Context: an optimization exercise on an open-source flow, tuned for small area. The choices shown serve that exercise and are no tape-out recipe. Only simulation tests tie the RTL to the original design; equivalence was not proved. Power figures rest on the tool's default switching activity, not on a simulated workload.

## config.mk

```make
export PLATFORM = sky130hd
export DESIGN_NAME = pipelined_processor
export DESIGN_NICKNAME = pipelined_processor
export VERILOG_FILES = /design/flow/design.v
export SDC_FILE = /design/flow/constraint.sdc
export NUM_CORES = 4
export LEC_CHECK = 0
export CAP_MARGIN = 20
export CORE_MARGIN = 2
export CORE_UTILIZATION = 22
export SLEW_MARGIN = 20
export SYNTH_MEMORY_MAX_BITS = 65536
```

## constraint.sdc

```tcl
create_clock -name core_clock -period 8.0 [get_ports {clk}]
set_input_delay 1.6000 -clock core_clock [delete_from_list [all_inputs] [get_ports {clk}]]
set_output_delay 1.6000 -clock core_clock [all_outputs]
set_load 0.01 [all_outputs]
```

## dmem.hex

```
6c956ca5
610e415f
c7c964b6
39901e66
3222f881
ad225f81
b82b4997
92423c15
e10b935d
71958b32
1272c9f4
d10798be
e7793475
68b56516
5d112f05
f10929c4
24eea118
c43eca21
b0840072
ecc9238e
229449dc
0d26e46e
56c9f287
70f79681
63a95297
a00070c2
c1f8ce50
137d51fd
e894d027
5baa37b0
95296fce
9f6613d6
15394011
b1cdd855
f4643392
7bfa21ce
fbd58aa8
94950d12
ee1b719e
d3fd0972
0b3cf746
98452cf4
a22279cd
eb9cb058
0fba42cf
19b2d539
08139031
41ffcb53
6b0a4b6c
789d2ae8
f62b54f8
37c93479
7e2ce62e
0a4bcea9
05145fa5
af52a995
532b02e8
3a5b2519
636ecdad
8b208f5d
7689add4
45dc2358
9655d99f
52ef6c83
39af0368
223e2f55
77a4faa9
74f34fdd
a79559f7
f510abd4
0d00c817
5cd2e3a5
4a78607f
3ab0fb7c
9f455f1c
ac721303
1e96a0ec
eb22c64e
510b31cb
2a26f6a5
f6251cf6
a8056dd8
511524c5
d55ce7bf
8365137e
4da3770c
664d2962
5e38bae6
8eb344b2
dd69f68f
47307cf6
dd4f851b
8dd95e89
65bc6597
0edddf85
af5c3d9b
e81d6ea0
0a6f8883
b2c33eff
1ee3b6d5
14705629
269e4a90
612395bf
9d0bb8b7
0fbdf957
cce983bc
87f4d51d
4c365042
83b4af34
5a519354
63c151e5
fb7a96b1
3937a883
2ed83e1a
a930673e
45b5e09d
b08887c0
63e4e6e0
b17a9cb2
14696785
2ca5438f
c37b129d
00acabc2
c17c1cff
9a37ae99
3499c780
b95c3c6f
cfa873cc
6e989948
ad0b3311
6abdcacf
bada0103
5e181c2f
d826bd4a
49dd530c
f71370f4
a2f35aa8
7bae0c6d
a7fec116
38ee642a
00609c96
c174751b
9cbb1a05
ecd3c274
1ed581c5
75e3b123
5d95413c
39915f3e
c8b390b5
885bcd40
748526c3
f565a0ad
ed492f8e
83a4956e
a9096be1
33f957f2
3e9e9a05
e4d7a1e2
b721bfb3
9e7591f7
3543567a
57a40be4
32d39cf3
03e01ca1
fb6a250b
39eeb574
831adaed
3ec9aabb
a8034f00
0e38f21d
298d1f0c
289d8119
7b044784
9f7f76ad
e7da0b37
af547aa6
db347e8e
8587de52
5fa9890c
beae0f19
34ff26d0
6cc791d5
731f6feb
b8523bbe
70486c4c
0ea5aa13
3dd94d83
fee01e02
70340e4a
e61ac412
3ffbae94
364335b5
32b0f528
f44e4ac9
066c1ac7
ee69f037
80072d26
a3d2011c
dfcd680b
ac3ba450
f404af83
fd2cc3d8
ec9e25fe
c5bac6f8
8a8aad4d
f436e65b
3d3f7a07
881bcfd9
25060955
81422710
b9cfccf2
984fee20
daf5f654
54a7405f
4dcb8ea0
2f4bcf6b
50be5536
311b8efd
e24901fa
dc222c19
adcf8273
3e9e26c5
952b44f6
b911f4d8
8060ddde
d627e71f
5fec49f0
43ff37f3
ffbabcb6
c94dd803
a6e3c9d7
d25ca50e
eda0269f
51411db3
ab806924
e88ad727
6c1449c0
adcaa644
44b4fc75
630ddd7b
689afa3d
31333ffa
50d7b581
143d5b1f
7fccf5ed
6ab9561d
d9b7a116
c5022a28
b31af11a
6e444120
027a5fb1
1346c04f
32d07de4
91627a66
abeb67c5
310d9f21
```

## design.v

```verilog
module pipelined_processor (
  input clk,
  input reset,
  input [31:0] instruction_in,  
  output reg [31:0] result_out  
);
  wire [5:0] opcode;
  wire [4:0] rd;
  wire [4:0] rs1;
  wire [4:0] rs2;
  wire [15:0] immediate;
  assign opcode = instruction_in[31:26];
  assign rd = instruction_in[25:21];
  assign rs1 = instruction_in[20:16];
  assign rs2 = instruction_in[15:11];
  assign immediate = instruction_in[15:0];
  reg [31:0] registers [31:0];
  reg [31:0] if_id_instruction;
  reg [31:0] id_ex_instruction;
  reg [31:0] ex_mem_wb_instruction;
  reg [31:0] id_ex_rs1_data;
  reg [31:0] id_ex_rs2_data;
  reg [31:0] ex_mem_wb_result;
  reg [31:0] ex_mem_wb_memory_address;
  reg [31:0] memory [255:0];  
  initial $readmemh("dmem.hex", memory);
  integer i;
  always @(posedge clk or posedge reset) begin
    if (reset) begin
      if_id_instruction <= 32'b0;
      id_ex_instruction <= 32'b0;
      ex_mem_wb_instruction <= 32'b0;
      result_out <= 32'b0;
      id_ex_rs1_data <= 32'b0;
      id_ex_rs2_data <= 32'b0;
      ex_mem_wb_result <= 32'b0;
      ex_mem_wb_memory_address <= 32'b0;
      for (i = 0; i < 32; i = i + 1) registers[i] <= 32'b0;
    end else begin
      if (ex_mem_wb_instruction[31:26] == 6'b000000 || ex_mem_wb_instruction[31:26] == 6'b000001 || ex_mem_wb_instruction[31:26] == 6'b000010) begin  
        registers[ex_mem_wb_instruction[25:21]] <= ex_mem_wb_result;
      end
      result_out <= registers[1];  
      case (id_ex_instruction[31:26])
        6'b000000: ex_mem_wb_result <= id_ex_rs1_data + id_ex_rs2_data;  
        6'b000001: ex_mem_wb_result <= id_ex_rs1_data - id_ex_rs2_data;  
        6'b000010: begin  
          ex_mem_wb_memory_address <= id_ex_rs1_data + id_ex_instruction[15:0];
          ex_mem_wb_result <= memory[ex_mem_wb_memory_address[9:2]];  
        end
        default: ex_mem_wb_result <= 32'b0;
      endcase
      ex_mem_wb_instruction <= id_ex_instruction;
      id_ex_rs1_data <= registers[id_ex_instruction[20:16]];
      id_ex_rs2_data <= registers[id_ex_instruction[15:11]];
      id_ex_instruction <= if_id_instruction;
      if_id_instruction <= instruction_in;
    end
  end
endmodule
```

## run.sh

```bash
#!/bin/bash
# synth_recipe.tcl (not shown) runs the flow's synth.tcl, then flattens the netlist and writes it again
# the make line also repeats each setting of config.mk as NAME=value (left out here)
make -C /OpenROAD-flow-scripts/flow DESIGN_CONFIG=/design/flow/config.mk WORK_HOME=/design/flow/orfs CLKGATE_MAP_FILE= SYNTH_SCRIPT=/design/flow/synth_recipe.tcl finish
```

==> impl_results.md, run 1 <==
* WL/cell at around 39 µm
* CTS resizes at 0
* Crit path from: ex_mem_wb_memory_address[3]$_DFFE_PP0N_
* Chip width at ~560 µm
* CP Capture Type: flop
* Register area at just over 30000 µm²
* H-tree Lvls at 4
* Number of synthesized flops with an enable pin at 0
* Grt total ovfl at 0
* Peak Freq at roughly 0.20 GHz
* Max IR drop VDD at between 0.2 and 0.25 mV
* Max_cap viols at 0
* Largest net degree at the start of global routing at between 150 and 200
* Hold Path End: id_ex_instruction[21]$_DFF_PP0_
* Fraction of layout cells with a size suffix above 1 at a little over a quarter
* Post-synth ARST share at 100%
* R2R cell count at 11
* Input/output buffers at 64
* GP Congestion at ~1.0
* Die height at about 560 µm
* Worst-Skew Late Latency at a little over 0.8 ns
* CTS buffer count at between 100 and 150
* Cts hold-fix bufs at 0
* Final setup vio count at 0
* Sum Neg Setup Slack at 0 ns
* CP Cell Sequence: inv_2 -> ha_1 -> buf_4 -> nor2b_1 -> o21ai_0 -> o21ai_0 -> a211oi_1 -> a21oi_1 -> a21oi_1 -> o22ai_1 -> a21o_1
* Final wirelength at 411 mm
* Leakage at 33.5 nW
* Slew HR at between 10% and 20%
* Period utilisation layout at about three fifths
* Post-CTS setup repair buffer count at 0
* Min Hold Slack at approximately 0.34 ns
* TritonCTS clock tree: built
* Seq cells post-synth at about 1.2k
* Top-area cell type share of the netlist area at 45.3%
* Initial antenna violation count at between 40 and 50
* Dpl cell area at ~74000 µm²
* Hold Path Cell Cnt at 0
* CP arrival at around 5.6 ns
* Layout Cell Area excl Fill at slightly below 80000 µm²
* Count leader, synth: dfrtp_1
* First-pass GRT wire length at between 500 and 600 mm
* Post-DP HPWL at about 250 mm
* Syn Nets at about 6.5k
* Required @ worst endpoint at around 8.7 ns
* Maximum clock insertion buffer count at 3
* Syn Area/Cell at approximately 11 µm²
* Hold/Removal Path Class: flop to flop
* Pwr Density at around 230 nW/µm²
* Vias in the first global route at between 60k and 70k
* Status: complete, no violations
* Root buf cell: clkbuf_16
* Hold Crit Start: if_id_instruction[21]$_DFF_PP0_
* Final Non-Filler Cells at roughly 10k
* Final nets at between 6k and 7k
* Via count at between 60k and 70k
* Ys Warns at 2
* DR vias/cell at 6.38
* R2r endpoint: ex_mem_wb_result[10]$_DFF_PP0_
* Clk slew on worst S/H paths at approximately 0.060 ns
* Initial DRC count at approximately 14k
* Main synth FF type: dfrtp_1
* Synthesized area at 68100 µm²
* Power, Total at approximately 18 mW
* Area leader, netlist: dfrtp_1
* GR Util All Layers at between 20% and 30%
* Least-Margin Pin Slew at around 1.3 ns
* R2R Setup Slk at approximately 3 ns
* Delay-heaviest family, CP: compound AO/OA/AOI/OAI gates
* Most common library cells after synthesis: dfrtp_1, mux2_2, clkbuf_1
* FF-to-FF Start: ex_mem_wb_memory_address[3]$_DFFE_PP0N_
* Routed Antenna Nets at 0
* Initial Util at between 20% and 30%
* Post-route DRC at 0
* CTS sink cnt at around 1.2k
* Final min period at 4.91 ns
* Core area at 308000 µm²
* Synth-to-Final Area Change at 15.6%
* Multi-input gate area in the final layout at between 30000 and 40000 µm²
* Dpl cells at just over 10k
* Number of fill cells at between 30k and 40k
* Synth area leaders: dfrtp_1, mux2_2, a221oi_1, a22o_1, a22oi_1
* Post-Route Skew at 0.0272 ns
* Row Count at about 200
* I/O pin cnt at between 60 and 70
* Number of distinct library cells after synthesis at 91
* Endpoints failing hold at 0
* RSZ-0062 raised after global routing: false
* Critical Path Max Stage Delay at between 0.8 and 0.9 ns
* Crit-path slowest cell: o21ai_0
* CP Buf/Inv Count at 2
* CP Depth at 11
* Synth Instances at roughly 6.4k
* Element type at the critical path start: flop
* Slew Limit Fails at 0
* Die area at about 310000 µm²
* Seq/Total Area, Yosys at 45.3%
* Kind of critical path: flop to flop
* Drt pass-1 iters at 14
* CP Max Fanout at 14
-- power by group --
group	total, mW	internal (mW)	switching (mW)
Sequential	6.45	6.29	0.158
Combinational	5.14	1.18	3.97
Clock	6.75	3.94	2.82
-- sequential cells by signal (all words and copies together) (netlist names) --
register and count:
ex_mem_wb_result 32, ex_mem_wb_instruction 11, ex_mem_wb_memory_address 8, id_ex_rs1_data 32
result_out 32, id_ex_rs2_data 32, registers 1024, id_ex_instruction 31
if_id_instruction 31
-- metal layers --
metal	vias to the layer above	GRT usage, %	share of wire [%]
met2	6714	34.3	39
met4	40	16.4	8.4
met1	33200	31.4	37
li1	24300	-	-
met5	-	0.166	0.078
met3	2093	10.8	15
-- worst max-delay path by stage --
stage | endpoint | slack, ns
after CTS | ex_mem_wb_result[28]$_DFF_PP0_ | 3.30
after floorplan | ex_mem_wb_instruction[21]$_DFF_PP0_ | -10.64
final | ex_mem_wb_result[10]$_DFF_PP0_ | 3.09
after detailed placement | ex_mem_wb_result[28]$_DFF_PP0_ | 3.31
after global placement | ex_mem_wb_result[28]$_DFF_PP0_ | 3.26
after global routing | ex_mem_wb_result[28]$_DFF_PP0_ | 2.95
-- layout by cell type, fill, tap and decap left out, types with 30 or more instances in the layout --
| cell | synthesis | layout |
|---|---|---|
| nor2_1 | 301 | 218 |
| a22o_1 | 317 | 317 |
| nand2_1 | 276 | 267 |
| o21ai_0 | 277 | 276 |
| nor2_4 | 1 | 78 |
| nor3_1 | 87 | 80 |
| xor2_1 | 42 | 42 |
| o211ai_1 | 48 | 48 |
| mux2_1 | 30 | 30 |
| a211oi_1 | 65 | 65 |
| a21oi_1 | 318 | 318 |
| ha_1 | 61 | 58 |
| clkdlybuf4s50_1 | 0 | 64 |
| nor2b_1 | 39 | 36 |
| nand2b_1 | 64 | 64 |
| buf_4 | 14 | 232 |
| a31oi_1 | 56 | 56 |
| dfrtp_1 | 1233 | 1212 |
| mux2_2 | 995 | 995 |
| a311oi_1 | 40 | 40 |
| nand4_1 | 135 | 135 |
| o22ai_1 | 38 | 38 |
| a22oi_1 | 326 | 326 |
| a221oi_1 | 336 | 336 |
| o32a_1 | 64 | 64 |
| nand3_1 | 128 | 128 |
| clkbuf_16 | 0 | 138 |
-- worst reg2reg max path, cell delays in order, from the launching register on --
cell      delay (ns)
dfrtp_2         0.46
inv_2           0.46
ha_1            0.80
buf_4           0.31
nor2b_1         0.19
o21ai_0         0.89
o21ai_0         0.22
a211oi_1        0.31
a21oi_1         0.06
a21oi_1         0.72
o22ai_1         0.19
a21o_1          0.20
-- cells by family after synthesis --
family	count (synthesis)	share of synthesized area (%)
buffers and inverters	695	4.19
AND/OR/NAND/NOR	1149	8.24
adder cells (fa/ha/maj)	62	1.15
XOR/XNOR	68	0.885
AO/OA/AOI/OAI	2110	22.7
multiplexers	1048	17.6
flip-flops	1233	45.3
-- stage by stage --
| stage | worst slack (ns) | utilization, % |
|---|---|---|
| 4_1_cts | 3.30 | 25.5 |
| 6_report | 3.09 | 25.5 |
| 5_1_grt | 2.95 | 25.5 |
| 3_5_place_dp | 3.31 | 24.0 |
| 2_1_floorplan | -10.64 | - |
| 3_3_place_gp | 3.26 | 24.0 |
-- cell type report --
| class | count | area share, % |
|---|---|---|
| Clock inverter | 58 | 1.06 |
| Inverter | 30 | 0.148 |
| Timing Repair Buffer | 310 | 3.37 |
| Antenna cell | 21 | 0.0667 |
| Clock buffer | 192 | 4.96 |
| Multi-Input combinational cell | 4437 | 44.6 |
| Tap cell | 4120 | 6.55 |
| Sequential cell | 1233 | 39.2 |
==> inputs of run 2 (changes only) <==
==> design.v (replaced) <==
module pipelined_processor (
  input clk,
  input reset,
  input [31:0] instruction_in,
  output reg [31:0] result_out
);
  reg [31:0] memory [255:0];
  initial $readmemh("dmem.hex", memory);
  reg [31:0] rf [31:0];
  reg [31:0] valid;    
  reg        w3d;
  reg [4:0]  rd3n;
  reg [1:0]  op1;       
  reg [4:0]  rd1, rs1_1;
  reg [15:0] imm1;
  reg        nw2;
  reg [4:0]  rd2, ra2, rb2;
  reg        nw3;
  reg [4:0]  rd3;
  reg [31:0] x3;
  reg [31:0] y;
  reg [7:0]  n;
  wire [5:0] op_in = instruction_in[31:26];
  wire [1:0] opc_in = (op_in == 6'd0) ? 2'd0 : (op_in == 6'd1) ? 2'd1 : (op_in == 6'd2) ? 2'd2 : 2'd3;
  wire [31:0] va = {valid[31:2], 1'b1, valid[0]};
  wire [31:0] sa = va & (32'd1 << ra2);
  wire [31:0] sb = va & (32'd1 << rb2);
  wire [31:0] we = nw3 ? 32'd0 : (32'd1 << rd3);
  wire [31:0] hold = w3d ? ~(32'd1 << ~rd3n) : 32'hFFFFFFFF;
  reg [31:0] ra, rb;
  reg [10:0] ta, tb;
  integer k, b;
  always @(*) begin
    for (b = 0; b < 32; b = b + 1) begin
      ta = 11'd0; tb = 11'd0;
      for (k = 0; k < 32; k = k + 1) begin
        ta[k/3] = ta[k/3] | (rf[k][b] & sa[k]);
        tb[k/3] = tb[k/3] | (rf[k][b] & sb[k]);
      end
      ra[b] = |ta;
      rb[b] = |tb;
    end
  end
  reg [10:0] ac;
  reg [9:0]  addr;
  integer m;
  always @(*) begin
    ac[0] = 1'b0;
    for (m = 0; m < 10; m = m + 1) begin
      addr[m] = ra[m] ^ imm1[m] ^ ac[m];
      ac[m+1] = (ra[m] & imm1[m]) | (ac[m] & (ra[m] ^ imm1[m]));
    end
  end
  wire        sub = op1[0];
  wire [31:0] bx = rb ^ {32{sub}};
  wire [31:0] p = ra ^ bx;
  wire [31:0] g = ra & bx;
  reg  [31:0] gg, pp;
  reg  [31:0] cy;
  integer i, d;
  always @(*) begin
    gg = g; pp = p;
    for (d = 1; d < 32; d = d * 2)
      for (i = 2*d - 1; i < 32; i = i + 2*d) begin
        gg[i] = gg[i] | (pp[i] & gg[i-d]);
        pp[i] = pp[i] & pp[i-d];
      end
    for (d = 8; d >= 1; d = d / 2)
      for (i = 3*d - 1; i < 32; i = i + 2*d) begin
        gg[i] = gg[i] | (pp[i] & gg[i-d]);
        pp[i] = pp[i] & pp[i-d];
      end
    cy[0] = sub;
    for (i = 1; i < 32; i = i + 1) cy[i] = gg[i-1] | (pp[i-1] & sub);
  end
  wire [31:0] sum = p ^ cy;
  wire [31:0] y_next = op1[1] ? memory[n] : sum;
  always @(posedge clk or posedge reset) begin
    if (reset) begin
      op1 <= 2'd3; nw2 <= 1'b1; nw3 <= 1'b1; w3d <= 1'b0;
      n <= 8'd0;
      valid <= 32'd0;
      result_out <= 32'd0;
      rf[1] <= 32'd0;
    end else begin
      result_out <= rf[1];
      rf[1] <= (x3 & {32{we[1]}}) | (rf[1] & {32{hold[1]}});
      valid <= valid | we;
      nw3 <= nw2;
      w3d <= ~nw2;
      if (op1 == 2'd2) n <= addr[9:2];
      nw2 <= (op1 == 2'd3);
      op1 <= opc_in;
    end
  end
  always @(posedge clk) begin
    x3 <= y; rd3 <= rd2; rd3n <= ~rd2;
    y <= y_next;
    rd2 <= rd1; ra2 <= rs1_1; rb2 <= imm1[15:11];
    rd1 <= instruction_in[25:21]; rs1_1 <= instruction_in[20:16]; imm1 <= instruction_in[15:0];
  end
  genvar gi;
  generate
    for (gi = 0; gi < 32; gi = gi + 1) begin : regs
      if (gi != 1) begin : r
        always @(posedge clk)
          rf[gi] <= (x3 & {32{we[gi]}}) | (rf[gi] & {32{hold[gi]}});
      end
    end
  endgenerate
endmodule
==> flow/run.sh (new file) <==
#!/bin/bash
set -euo pipefail
HERE=$(pwd)

# ORFS synth.tcl, with the ABC script swapped after synth_preamble.tcl sets it.
sed 's#^source \$::env(SCRIPTS_DIR)/synth_preamble.tcl$#&\nset abc_args [lreplace $abc_args 1 1 '"$HERE"'/flow/own.abc]\nputs "own abc script: [lindex $abc_args 1]"#' \
  "$FLOW_HOME/scripts/synth.tcl" > "$HERE/own_synth_orfs.tcl"
grep -q "own abc script" "$HERE/own_synth_orfs.tcl"

# The standard flow's synthesis script, sourcing the copy above instead of ORFS's synth.tcl.
sed 's#^source \$::env(SCRIPTS_DIR)/synth.tcl$#source '"$HERE"'/own_synth_orfs.tcl#' \
  "$HERE/synth_recipe.tcl" > "$HERE/own_synth.tcl"
grep -q "own_synth_orfs.tcl" "$HERE/own_synth.tcl"

CTS="-sink_clustering_enable -repair_clock_nets -dont_use_dummy_load -sink_clustering_size 20 -sink_clustering_max_diameter 80 -buf_list sky130_fd_sc_hd__clkbuf_16"

bash "$HERE/standard.sh" SYNTH_SCRIPT="$HERE/own_synth.tcl" synth > "$HERE/synth.log" 2>&1
grep -q "own abc script" "$HERE"/orfs/logs/*/pipelined_processor/base/1_2_yosys.log
bash "$HERE/standard.sh" SYNTH_SCRIPT="$HERE/own_synth.tcl" CTS_ARGS="$CTS" finish > "$HERE/layout.log" 2>&1
test -f "$HERE/out/final.def"
==> flow/own.abc (new file) <==
strash
&get -n
&st
&dch
&nf -a -R 1000
&put
==> standard.sh (new file) <==
#!/bin/bash
# synth_recipe.tcl (not shown) runs the flow's synth.tcl, then flattens the netlist and writes it again
# the make line also repeats each setting of config.mk as NAME=value (left out here)
make -C /OpenROAD-flow-scripts/flow DESIGN_CONFIG=/design/flow/config.mk WORK_HOME=/design/flow/orfs CLKGATE_MAP_FILE= SYNTH_SCRIPT=/design/flow/synth_recipe.tcl "${@:-finish}"
--- a/config.mk
+++ b/config.mk
@@ -7,6 +7,6 @@
 export LEC_CHECK = 0
 export CAP_MARGIN = 20
 export CORE_MARGIN = 2
-export CORE_UTILIZATION = 22
+export CORE_UTILIZATION = 45
 export SLEW_MARGIN = 20
 export SYNTH_MEMORY_MAX_BITS = 65536
removed: run.sh
==> run 2 against run 1 <==
Net effect:
- design area shrank 24%
- global-route usage grew 24 points
- synthesized area shrank 22%
- first-iteration DRC count is 15% higher
- final cell count down 32%
- routed wire length shrank 24%
- clock skew up 0.11 ns
- utilization up 26 points
- die area is 62% lower
- largest cell class unchanged
- largest power group is now registers
==> impl_results.md, run 2 <==
* Max IR drop VDD at 0.384 mV
* Routed Antenna Nets at 0
* Most used cell, CP: nor2_1
* CTS buffer count at 75
* Synth Instances at roughly 5.1k
* Largest reg by FF count: rf
* Die area at between 100000 and 150000 µm²
* Least-Margin Pin Slew at about 1.3 ns
* Number of synthesized flops with an enable pin at 0
* Root buf cell: clkbuf_16
* Count leader, synth: dfxtp_1
* Post-DP HPWL at slightly above 200 mm
* Final setup vio count at 0
* Vias in the first global route at 52.8k
* Number of distinct library cells after synthesis at 65
* Syn Area/Cell at around 10 µm²
* Endpoints failing hold at 0
* Slew Limit Fails at 0
* Ys Warns at 2
* Final min period at slightly above 7 ns
* Worst-Skew Late Latency at about 0.73 ns
* Drt pass-1 iters at 15
* Pwr Density at slightly below 300 nW/µm²
* Synth-to-Final Area Change at 13.6%
* CTS resizes at 0
* Input/output buffers at 64
* Wl on met1 at 110 mm
* Routed wl met3 at roughly 48 mm
* CP arrival at just under 8 ns
* Largest net degree at the start of global routing at around 120
* First-pass GRT wire length at ~430 mm
* Seq/Total Area, Yosys at between 40% and 50%
* Critical Path Max Stage Delay at 0.91 ns
* Met2 routed WL at approximately 130 mm
* Max_cap viols at 0
* Sum Neg Setup Slack at 0 ns
* CP Max Fanout at 13
* WL/cell at between 40 and 50 µm
* Uppermost routed layer: met5
* GR Util All Layers at roughly half
* Post-route DRC at 0
* Leakage at roughly 22 nW
* Number of fill cells at 10.8k
* GP Congestion at 1.10
* Synthesized area at approximately 53000 µm²
* Top-area cell type share of the netlist area at approximately two fifths
* Min Hold Slack at approximately 0.25 ns
* Via count at slightly below 60k
* Max FFs per register at 1024
* Clk slew on worst S/H paths at 0.08 ns
* Element type at the critical path start: flop
* Most common library cells after synthesis: dfxtp_1, a22o_1, a222oi_1
* RSZ-0062 raised after global routing: false
* Commonest non-fill, non-tap cell in the layout: dfxtp_1
* Cts hold-fix bufs at 0
* Area leader, netlist: dfxtp_1
* Post-Route Skew at 0.133 ns
* Die height at ~350 µm
* Kind of critical path: flop to flop
* Row Count at 125
* CP Capture Type: flop
* Grt total ovfl at 0
* DR vias/cell at slightly above 8
* CP Cell Sequence: nor2b_1 -> nand2_1 -> nor2_1 -> and3_1 -> buf_4 -> a222oi_1 -> nand4_1 -> nor3_1 -> xnor2_1 -> ha_1 -> nand2_1 -> nor2_1 -> a211oi_1 -> o21ai_0 -> a211oi_1 -> nor2_1 -> nor2_1 -> nor3_1 -> nor2_1 -> o21ai_0 -> xor2_1 -> nor2_1 -> a31oi_1
* TritonCTS clock tree: built
* I/O pin cnt at 66
* Syn Nets at between 5k and 6k
* Post-CTS setup repair buffer count at 0
* Final nets at 5623
* Required @ worst endpoint at 8.56 ns
* Slew HR at 10.9%
* Peak Freq at 0.138 GHz
* Seq cells post-synth at 1214
* Most frequent cells in the layout: dfxtp_1, a22o_1, a222oi_1
* Power, Total at between 15 and 20 mW
* Initial DRC count at 15.9k
* Main synth FF type: dfxtp_1
* Period utilisation layout at between 90 and 100%
* H-tree Lvls at 3
* Status: complete, no violations
* Hold/Removal Path Class: flop to flop
* Final wirelength at 312 mm
* Chip width at between 300 and 400 µm
* CP Buf/Inv Count at 1
* Fraction of layout cells with a size suffix above 1 at 7.98%
* Maximum clock insertion buffer count at 3
* Crit-path slowest cell: nand4_1
* Core area at between 100000 and 150000 µm²
* Initial Util at between 40% and 50%
* Synth area leaders: dfxtp_1, a22o_1, a222oi_1, dfrtp_1, nand2_1
* Post-synth ARST share at slightly below 9%
* Delay-heaviest family, CP: simple AND/OR/NAND/NOR gates
* CTS sink cnt at 1214
* Initial antenna violation count at 22
run 2: cell count changes in the layout (fill, tap and decap cells not counted), moves of 88 or more:
| cell | before | now |
|---|---|---|
| nand2_1 | 267 | 355 |
| a22oi_1 | 326 | 62 |
| a21oi_1 | 318 | 192 |
| a222oi_1 | 4 | 629 |
| mux2_2 | 995 | 0 |
| dfrtp_1 | 1212 | 98 |
| a22o_1 | 317 | 1034 |
| dfxtp_1 | 0 | 1104 |
| a221oi_1 | 336 | 20 |
run 2: final cells by class:
type / count / area (µm²) / area share [%]
Clock buffer: 75 / 1880 / 3.12
Multi-Input combinational cell: 3866 / 28500 / 47.4
Antenna cell: 7 / 17.5 / 0.0291
Inverter: 42 / 164 / 0.272
Timing Repair Buffer: 327 / 2820 / 4.69
Tap cell: 1524 / 1910 / 3.17
Sequential cell: 1214 / 24900 / 41.3
run 2: layer usage:
layer | vias to the layer above | global-route usage [%]
met3 | 1269 | 17.4
li1 | 23000 | -
met1 | 28600 | 62.1
met4 | 28 | 33.1
met5 | - | 0
met2 | 5807 | 70.8
run 2: final timing paths:
| check | startpoint | slack [ns] | cells past startpoint | end |
|---|---|---|---|---|
| min in group asynchronous | reset | 1.37 | 2 | rf[1][3]$_DFF_PP0_ |
| setup / recovery | rb2[0]$_DFF_P_ | 0.73 | 23 | y[30]$_DFF_P_ |
| setup reg to reg | rb2[0]$_DFF_P_ | 0.73 | 23 | y[30]$_DFF_P_ |
| max in group asynchronous | reset | 5.22 | 3 | op1[1]$_DFF_PP1_ |
| hold / removal | y[14]$_DFF_P_ | 0.25 | 0 | x3[14]$_DFF_P_ |
| hold reg to reg | y[14]$_DFF_P_ | 0.25 | 0 | x3[14]$_DFF_P_ |
run 2: logic make-up (layout without fill, tap and decap cells):
| kind of cell | Yosys count | count (layout) | share of synthesized area, % |
|---|---|---|---|
| DFF | 1214 | 1214 | 46.9 |
| and+or+nand+nor | 1246 | 1246 | 11.2 |
| other | 0 | 7 | 0 |
| muxes | 3 | 3 | 0.0803 |
| AOI/OAI and AO/OA | 2489 | 2489 | 38.8 |
| xor gates and xnor gates | 65 | 65 | 1.07 |
| adders and majority gates | 63 | 63 | 1.59 |
| buffers and inverters | 42 | 444 | 0.298 |
run 2: through the flow:
step                instance area [µm²]  cells  utilization, %  worst slack [ns]
floorplan                         53000   5122               -             0.291
detailed placement                58200   6970            50.0              1.29
finish                            60200   7055            51.6             0.729
global route                      60200   7049            51.6             0.749
global placement                  58000   6963            49.8              1.30
CTS                               60100   7045            51.6              1.30
run 2: power by group:
part,internal (mW),switching (mW)
clock,1.66,2.09
sequential,6.68,0.621
combinational,1.60,5.16
total,9.94,7.87

==> re-timing with driven ports <==
The results above use ideal ports. As a check the final layouts listed here were re-extracted and re-timed, cells and wires unchanged. Step 1 (the two cells are an assumption about what drives the block):
set clk [get_ports {clk}]
set_driving_cell -lib_cell sky130_fd_sc_hd__clkbuf_16 $clk
set_driving_cell -lib_cell sky130_fd_sc_hd__buf_2 [delete_from_list [all_inputs] $clk]
Step 2 times the ports against the registers' clock, not the clock port: input delays grow and output delays shrink by t, the midpoint of the rising clock arrivals with the driver on. a / b / c = no drivers / after step 1 / after step 2; a / b = the first two.
run	t, ns	setup slack, ns	hold slack, ns	worst register clock-pin slew, ns
run 1	0.883	3.090 / 3.090 / 3.090	0.344 / 0.344 / 0.344	0.07 / 0.07
run 2	0.726	0.729 / 0.729 / 0.729	0.250 / 0.250 / 0.250	0.09 / 0.09
After both steps setup and hold are still met in every run listed.
